This design comes from an exercise in tuning for small area and a short achievable clock period on the open sky130 flow, not from production work.
Where RTL was checked, it was by simulation tests only, not by an equivalence proof against the original.

Setup of branch maple:
==> flow/design.v (excerpt) <==
module Microprocessor(
		input clk,
		input reset,
		input [7:0] instruction,
		output reg [7:0] pc,
		output [6:0] display_low,
		output [6:0] display_high,
		output [6:0] display_op,
		output [6:0] display_rs,
		output [6:0] display_rt,
		output [6:0] display_rd,
		output [4:0] display_pc
	);
Size in the first run: about 1000 cells after synthesis, roughly 340 flip-flops, roughly 16000 um2 of cells after synthesis.
==> module Microprocessor, before the edit <==
module Microprocessor(
		input clk,
		input reset,
		input [7:0] instruction,
		output reg [7:0] pc,
		output [6:0] display_low,
		output [6:0] display_high,
		output [6:0] display_op,
		output [6:0] display_rs,
		output [6:0] display_rt,
		output [6:0] display_rd,
		output [4:0] display_pc
	);
	wire [1:0] op = instruction[7:6];
	wire [1:0] rs = instruction[5:4];
	wire [1:0] rt = instruction[3:2];
	wire [1:0] rd = instruction[1:0];
	wire [7:0] imm = {{7{instruction[1]}}, instruction[0]};
	wire is_add   = op == 2'b00;
	wire is_load  = op == 2'b01;
	wire is_store = op == 2'b10;
	wire is_jump  = op == 2'b11;
	reg [7:0] R [0:3];
	reg [7:0] M [0:31];
	reg [7:0] disp;
	integer i;
	wire [7:0] a = R[rs];
	wire [7:0] b = R[rt];
	wire [7:0] sum = a + b;
	wire [7:0] ea = a + imm;
	wire [4:0] addr = ea[4:0];
	reg [31:0] valid;
	wire [7:0] init = addr[4] ? -{4'd0, addr[3:0]} : {4'd0, addr[3:0]};
	wire [7:0] mdata = valid[addr] ? M[addr] : init;
	wire [7:0] result = is_load ? mdata : is_store ? ea : sum;
	always @(posedge reset or posedge clk) begin
		if (reset) begin
			for (i = 0; i < 4; i = i + 1)
				R[i] <= 8'd0;
		end else if (is_add) begin
			R[rd] <= sum;
		end else if (is_load) begin
			R[rt] <= mdata;
		end
	end
	always @(posedge clk) begin
		if (is_store)
			M[addr] <= b;
	end
	always @(posedge reset or posedge clk) begin
		if (reset)
			valid <= 32'd0;
		else if (is_store)
			valid[addr] <= 1'b1;
	end
	always @(posedge reset or posedge clk) begin
		if (reset) begin
			pc <= 8'd0;
			disp <= 8'd0;
		end else begin
			pc <= pc + 8'd1 + (is_jump ? imm : 8'd0);
			disp <= result;
		end
	end
	assign display_pc = pc[4:0];
	HexDecoder d_low(.bcd(disp[3:0]), .seg(display_low));
	HexDecoder d_high(.bcd(disp[7:4]), .seg(display_high));
	HexDecoder d_rs(.bcd({2'b00, rs}), .seg(display_rs));
	HexDecoder d_rt(.bcd({2'b00, rt}), .seg(display_rt));
	HexDecoder d_rd(.bcd({2'b00, rd}), .seg(display_rd));
	OpDecoder d_op(.op(op), .seg(display_op));
endmodule
clock: 5.5 ns
lec_check: 0
cap_margin: 20
core_margin: 2
core_utilization: 40
setup_slack_margin: 2.0
slew_margin: 20
tns_end_percent: 0
run.sh (not shown) runs the stock make flow with config.mk's settings and CLKGATE_MAP_FILE= SYNTH_SCRIPT=/design/flow/synth_recipe.tcl, a recipe that flattens the netlist after the stock synthesis.
For branch amber, these inputs were changed with respect to branch maple:
--- a/flow/design.v
+++ b/flow/design.v
@@ -69,5 +69,18 @@
 	wire [7:0] b = R[rt];
 	wire [7:0] sum = a + b;
-	wire [7:0] ea = a + imm;
+	wire [1:0] ic = instruction[1:0];
+	reg [7:0] flip;
+	integer k;
+	always @(*) begin
+		for (k = 0; k < 8; k = k + 1) begin
+			case (ic)
+				2'd0: flip[k] = 1'b0;
+				2'd1: flip[k] = &(a | ~((8'd1 << k) - 8'd1));
+				2'd2: flip[k] = (k == 0) ? 1'b0 : ~|(a & ((8'd1 << k) - 8'd2));
+				default: flip[k] = ~|(a & ((8'd1 << k) - 8'd1));
+			endcase
+		end
+	end
+	wire [7:0] ea = a ^ flip;
 	wire [4:0] addr = ea[4:0];
 	reg [31:0] valid;
@@ -100,5 +113,5 @@
 			disp <= 8'd0;
 		end else begin
-			pc <= pc + 8'd1 + (is_jump ? imm : 8'd0);
+			pc <= pc + (is_jump ? imm + 8'd1 : 8'd1);
 			disp <= result;
 		end
Notes after the runs:
Across branch amber and branch maple, none had a timing, DRC or antenna violation. Going from branch maple to branch amber, wire length reported by the detailed router saw an increase; final instance area climbed 970 um2. branch amber against branch maple: final worst slack now sits lower; post-synth design cell area went up; global router's overall resource usage increased 1.8 points.
Function was not checked in any run of this note: the RTL went through the layout flow alone.

---

main:
Another version of the RTL of Microprocessor (not shown whole).
Size in the first run: roughly 1,400 cells after synthesis, ~300 flip-flops, roughly 65 I/O pins.
==> module Seg2, before the edit <==
module Seg2 #(parameter [3:0] TABLE = 4'b0000) (
		input [1:0] x,
		output y
	);
	assign y = TABLE[x];
endmodule
==> module OpDecoder, before the edit <==
module OpDecoder(
		input [1:0] op,
		output [6:0] seg
	);
	Seg2 #(4'b0101) s0(.x(op), .y(seg[0]));
	Seg2 #(4'b1001) s1(.x(op), .y(seg[1]));
	Seg2 #(4'b1101) s2(.x(op), .y(seg[2]));
	Seg2 #(4'b1110) s3(.x(op), .y(seg[3]));
	Seg2 #(4'b0011) s4(.x(op), .y(seg[4]));
	Seg2 #(4'b0111) s5(.x(op), .y(seg[5]));
	Seg2 #(4'b0101) s6(.x(op), .y(seg[6]));
endmodule
==> module Mux4, before the edit <==
module Mux4 #(parameter W = 8) (
		input [1:0] sel,
		input [W-1:0] d0,
		input [W-1:0] d1,
		input [W-1:0] d2,
		input [W-1:0] d3,
		output reg [W-1:0] y
	);
	always @(*) begin
		case (sel)
			2'd0: y = d0;
			2'd1: y = d1;
			2'd2: y = d2;
			default: y = d3;
		endcase
	end
endmodule
==> module Microprocessor, before the edit <==
module Microprocessor(
		input clk,
		input reset,
		input [7:0] instruction,
		output reg [7:0] pc,
		output [6:0] display_low,
		output [6:0] display_high,
		output [6:0] display_op,
		output [6:0] display_rs,
		output [6:0] display_rt,
		output [6:0] display_rd,
		output [4:0] display_pc
	);
	wire [1:0] op = instruction[7:6];
	wire [1:0] rs = instruction[5:4];
	wire [1:0] rt = instruction[3:2];
	wire [1:0] rd = instruction[1:0];
	wire [1:0] ic = instruction[1:0];
	wire [7:0] imm = {{7{instruction[1]}}, instruction[0]};
	wire is_add   = op == 2'b00;
	wire is_load  = op == 2'b01;
	wire is_store = op == 2'b10;
	wire is_jump  = op == 2'b11;
	reg [7:0] R [0:3];
	reg [7:0] M [0:31];
	reg [7:0] disp;
	wire [3:0] rs_oh, rt_oh;
	Dec2 dec_rs(.x(rs), .y(rs_oh));
	Dec2 dec_rt(.x(rt), .y(rt_oh));
	wire [7:0] a, b;
	Mux4 #(8) read_a(.sel(rs), .d0(R[0]), .d1(R[1]), .d2(R[2]), .d3(R[3]), .y(a));
	Mux4 #(8) read_b(.sel(rt), .d0(R[0]), .d1(R[1]), .d2(R[2]), .d3(R[3]), .y(b));
	wire [7:0] sum = a + b;
	wire [7:0] ea;
	AddImm add_imm(.a(a), .ic(ic), .y(ea));
	wire [2:0] rows [0:3][0:3];
	genvar g, h;
	generate
		for (g = 0; g < 4; g = g + 1) begin : g_rows
			BankRows bank_rows(.x(R[g][4:0]), .row0(rows[g][0]), .row1(rows[g][1]),
				.row2(rows[g][2]), .row3(rows[g][3]));
		end
	endgenerate
	wire [3:0] ic_oh;
	Dec2 dec_ic(.x(ic), .y(ic_oh));
	wire [3:0] a_oh;
	Dec2 dec_a(.x(a[1:0]), .y(a_oh));
	wire [3:0] bank;
	BankSel bank_sel(.xh(a_oh), .ich(ic_oh), .bank(bank));
	wire [31:0] we;
	wire [7:0] bword [0:3];
	generate
		for (h = 0; h < 4; h = h + 1) begin : g_bank
			wire [2:0] row;
			Mux4 #(3) row_sel(.sel(rs), .d0(rows[0][h]), .d1(rows[1][h]), .d2(rows[2][h]),
				.d3(rows[3][h]), .y(row));
			wire [7:0] row_oh;
			RowDec row_dec(.row(row), .y(row_oh));
			wire [63:0] bytes;
			for (g = 0; g < 8; g = g + 1) begin : g_byte
				assign bytes[g * 8 +: 8] = M[g * 4 + h];
				assign we[g * 4 + h] = is_store & bank[h] & row_oh[g];
			end
			BankRead bank_read(.rsel(row_oh), .bytes(bytes), .data(bword[h]));
		end
	endgenerate
	wire [7:0] mdata;
	Sel4 #(8) data_sel(.sel(bank), .d0(bword[0]), .d1(bword[1]), .d2(bword[2]), .d3(bword[3]),
		.y(mdata));
	wire [7:0] rnext [0:3];
	wire [7:0] dnext;
	generate
		for (g = 0; g < 4; g = g + 1) begin : g_rnext
			NextVal next_r(.ld(is_load & rt_oh[g]), .ldata(mdata),
				.sel_alt(is_add & (rd == g)), .alt(sum), .hold(R[g]), .next(rnext[g]));
		end
	endgenerate
	NextVal next_d(.ld(is_load), .ldata(mdata), .sel_alt(is_store), .alt(ea), .hold(sum), .next(dnext));
	always @(posedge reset or posedge clk) begin
		if (reset) begin
			R[0] <= 8'd0;
			R[1] <= 8'd0;
			R[2] <= 8'd0;
			R[3] <= 8'd0;
		end else begin
			R[0] <= rnext[0];
			R[1] <= rnext[1];
			R[2] <= rnext[2];
			R[3] <= rnext[3];
		end
	end
	integer i;
	always @(posedge reset or posedge clk) begin
		if (reset) begin
			for (i = 0; i < 16; i = i + 1) begin
				M[i] <= i;
				M[i + 16] <= -i;
			end
		end else begin
			for (i = 0; i < 32; i = i + 1)
				if (we[i])
					M[i] <= b;
		end
	end
	always @(posedge reset or posedge clk) begin
		if (reset) begin
			pc <= 8'd0;
			disp <= 8'd0;
		end else begin
			pc <= pc + (is_jump ? imm + 8'd1 : 8'd1);
			disp <= dnext;
		end
	end
	assign display_pc = pc[4:0];
	HexDecoder d_low(.bcd(disp[3:0]), .seg(display_low));
	HexDecoder d_high(.bcd(disp[7:4]), .seg(display_high));
	HexDecoder2 d_rs(.bcd(rs), .seg(display_rs));
	HexDecoder2 d_rt(.bcd(rt), .seg(display_rt));
	HexDecoder2 d_rd(.bcd(rd), .seg(display_rd));
	OpDecoder d_op(.op(op), .seg(display_op));
endmodule
==> flow/config.mk <==
export PLATFORM = sky130hd
export DESIGN_NAME = Microprocessor
export DESIGN_NICKNAME = Microprocessor
export VERILOG_FILES = /design/flow/design.v
export SDC_FILE = /design/flow/constraint.sdc
export NUM_CORES = 4
export LEC_CHECK = 0
export CAP_MARGIN = 20
export CORE_MARGIN = 2
export CORE_UTILIZATION = 40
export CTS_CLUSTER_DIAMETER = 60
export CTS_CLUSTER_SIZE = 30
export SETUP_SLACK_MARGIN = 3.0
export SLEW_MARGIN = 20
export SYNTH_HIERARCHICAL = 1
export SYNTH_MINIMUM_KEEP_SIZE = 0
export TNS_END_PERCENT = 0
==> flow/constraint.sdc <==
create_clock -name core_clock -period 5.5 [get_ports {clk}]
set_input_delay 1.1000 -clock core_clock [delete_from_list [all_inputs] [get_ports {clk}]]
set_output_delay 1.1000 -clock core_clock [all_outputs]
set_load 0.01 [all_outputs]
standard.sh (not shown) runs the stock make flow with config.mk's settings and CLKGATE_MAP_FILE= SYNTH_SCRIPT=/design/flow/synth_recipe.tcl, a recipe that flattens the netlist after the stock synthesis.
==> flow/flow/run.sh <==
#!/bin/bash
# Standard layout, with the port buffers made of buf_1 cells instead of the
# cell buffer_ports picks by itself.
set -euo pipefail
export BUFFER_PORTS_ARGS="-buffer_cell sky130_fd_sc_hd__buf_1"
bash standard.sh > standard_make.log 2>&1
Every stage of the flow completed for main, and the final layout passed the timing, design-rule and antenna checks.
Input changes introduced in the feature branch (baseline for comparison: main):
-- flow/design.v --
<<< main, line 46
`timescale 1ns / 1ps
`timescale 1ns / 1ps
module Seg2 #(parameter [3:0] TABLE = 4'b0000) (
		input [1:0] x,
		output y
	);
	assign y = TABLE[x];
endmodule
module OpDecoder(
		input [1:0] op,
		output [6:0] seg
	);
	Seg2 #(4'b0101) s0(.x(op), .y(seg[0]));
	Seg2 #(4'b1001) s1(.x(op), .y(seg[1]));
	Seg2 #(4'b1101) s2(.x(op), .y(seg[2]));
	Seg2 #(4'b1110) s3(.x(op), .y(seg[3]));
	Seg2 #(4'b0011) s4(.x(op), .y(seg[4]));
	Seg2 #(4'b0111) s5(.x(op), .y(seg[5]));
	Seg2 #(4'b0101) s6(.x(op), .y(seg[6]));
endmodule
`timescale 1ns / 1ps
>>> the feature branch, line 46
`timescale 1ns / 1ps
`timescale 1ns / 1ps
module OpDecoder(
		input [1:0] op,
		output reg [6:0] seg
	);
	always @(op) begin
		case (op)
			2'd0: seg <= 7'b1110111;  
			2'd1: seg <= 7'b0111000;  
			2'd2: seg <= 7'b1101101;  
			2'd3: seg <= 7'b0001110;  
		endcase
	end
endmodule
`timescale 1ns / 1ps
<<< main, line 109
	);
	assign y = ({W{sel[0]}} & d0) | ({W{sel[1]}} & d1) | ({W{sel[2]}} & d2) | ({W{sel[3]}} & d3);
endmodule
module Mux4 #(parameter W = 8) (
		input [1:0] sel,
		input [W-1:0] d0,
		input [W-1:0] d1,
		input [W-1:0] d2,
		input [W-1:0] d3,
		output reg [W-1:0] y
	);
	always @(*) begin
		case (sel)
			2'd0: y = d0;
			2'd1: y = d1;
			2'd2: y = d2;
			default: y = d3;
		endcase
	end
endmodule
module Dec2(
>>> the feature branch, line 104
	);
	assign y = ({W{sel[0]}} & d0) | ({W{sel[1]}} & d1) | ({W{sel[2]}} & d2) | ({W{sel[3]}} & d3);
endmodule
module Dec2(
<<< main, line 195
	Dec2 dec_rt(.x(rt), .y(rt_oh));
	wire [7:0] a, b;
	Mux4 #(8) read_a(.sel(rs), .d0(R[0]), .d1(R[1]), .d2(R[2]), .d3(R[3]), .y(a));
	Mux4 #(8) read_b(.sel(rt), .d0(R[0]), .d1(R[1]), .d2(R[2]), .d3(R[3]), .y(b));
	wire [7:0] sum = a + b;
	wire [7:0] ea;
>>> the feature branch, line 173
	Dec2 dec_rt(.x(rt), .y(rt_oh));
	wire [7:0] a, b;
	Sel4 #(8) read_a(.sel(rs_oh), .d0(R[0]), .d1(R[1]), .d2(R[2]), .d3(R[3]), .y(a));
	Sel4 #(8) read_b(.sel(rt_oh), .d0(R[0]), .d1(R[1]), .d2(R[2]), .d3(R[3]), .y(b));
	wire [7:0] sum = a + b;
	wire [7:0] ea;
<<< main, line 210
	wire [3:0] ic_oh;
	Dec2 dec_ic(.x(ic), .y(ic_oh));
	wire [3:0] a_oh;
	Dec2 dec_a(.x(a[1:0]), .y(a_oh));
	wire [3:0] bank;
	BankSel bank_sel(.xh(a_oh), .ich(ic_oh), .bank(bank));
	wire [31:0] we;
	wire [7:0] bword [0:3];
>>> the feature branch, line 188
	wire [3:0] ic_oh;
	Dec2 dec_ic(.x(ic), .y(ic_oh));
	wire [3:0] banks [0:3];
	generate
		for (g = 0; g < 4; g = g + 1) begin : g_banks
			wire [3:0] xh;
			Dec2 dec_x(.x(R[g][1:0]), .y(xh));
			BankSel bank_sel(.xh(xh), .ich(ic_oh), .bank(banks[g]));
		end
	endgenerate
	wire [3:0] bank;
	Sel4 #(4) bank_pick(.sel(rs_oh), .d0(banks[0]), .d1(banks[1]), .d2(banks[2]), .d3(banks[3]), .y(bank));
	wire [31:0] we;
	wire [7:0] bword [0:3];
<<< main, line 219
		for (h = 0; h < 4; h = h + 1) begin : g_bank
			wire [2:0] row;
			Mux4 #(3) row_sel(.sel(rs), .d0(rows[0][h]), .d1(rows[1][h]), .d2(rows[2][h]),
				.d3(rows[3][h]), .y(row));
			wire [7:0] row_oh;
>>> the feature branch, line 203
		for (h = 0; h < 4; h = h + 1) begin : g_bank
			wire [2:0] row;
			Sel4 #(3) row_sel(.sel(rs_oh), .d0(rows[0][h]), .d1(rows[1][h]), .d2(rows[2][h]),
				.d3(rows[3][h]), .y(row));
			wire [7:0] row_oh;
### Flow results
- The total wirelength of the detailed-routed design in the feature branch sits 810 um below the value recorded for main.
- Cell count of the worst reg-to-reg path ended up 3 higher on the feature branch than on main.
- Re clock-buffer cell count: the feature branch is 26% up on main.
- Relative to main, the average detailed-routed wire length per instance measured on the feature branch has decreased by more than 10%.
- In the tables for main and the feature branch, register fraction of the total cell area reads higher with main.
Only the layout flow was run in main; the RTL was not checked for function there.

## afterwards: timing with drivers on the ports
The flow's constraints put no driver on any port. The routed layouts listed below were extracted and timed again, unchanged, in two steps. Step 1 assumes that a clkbuf_16 drives the clock port and a buf_2 every other input. Step 2 moves the port delays by t, midway between the first and last clock arrival at a register: inputs arrive t later, outputs are due t later. That takes back most of the time a late clock gives input paths. Slacks: ideal / step 1 / step 2; pairs: ideal / step 1.
run | t (ns) | slack for setup (ns) | worst hold slack (ns) | worst setup path at the end
branch maple | 0.571 | 1.604 / 1.601 / 1.030 | 0.452 / 0.452 / 0.452 | input to register
branch amber | 0.585 | 1.457 / 1.457 / 0.872 | 0.471 / 0.471 / 0.471 | input to register
main | 0.601 | 2.211 / 2.211 / 1.664 | 0.469 / 0.469 / 0.469 | input to register
the feature branch | 0.617 | 2.443 / 2.457 / 1.840 | 0.484 / 0.484 / 0.484 | input to register
After both steps setup and hold are still met in every run listed. The setup slack of the feature branch, which loses most, moves by +0.014 ns with the drivers and by -0.603 ns with both steps.
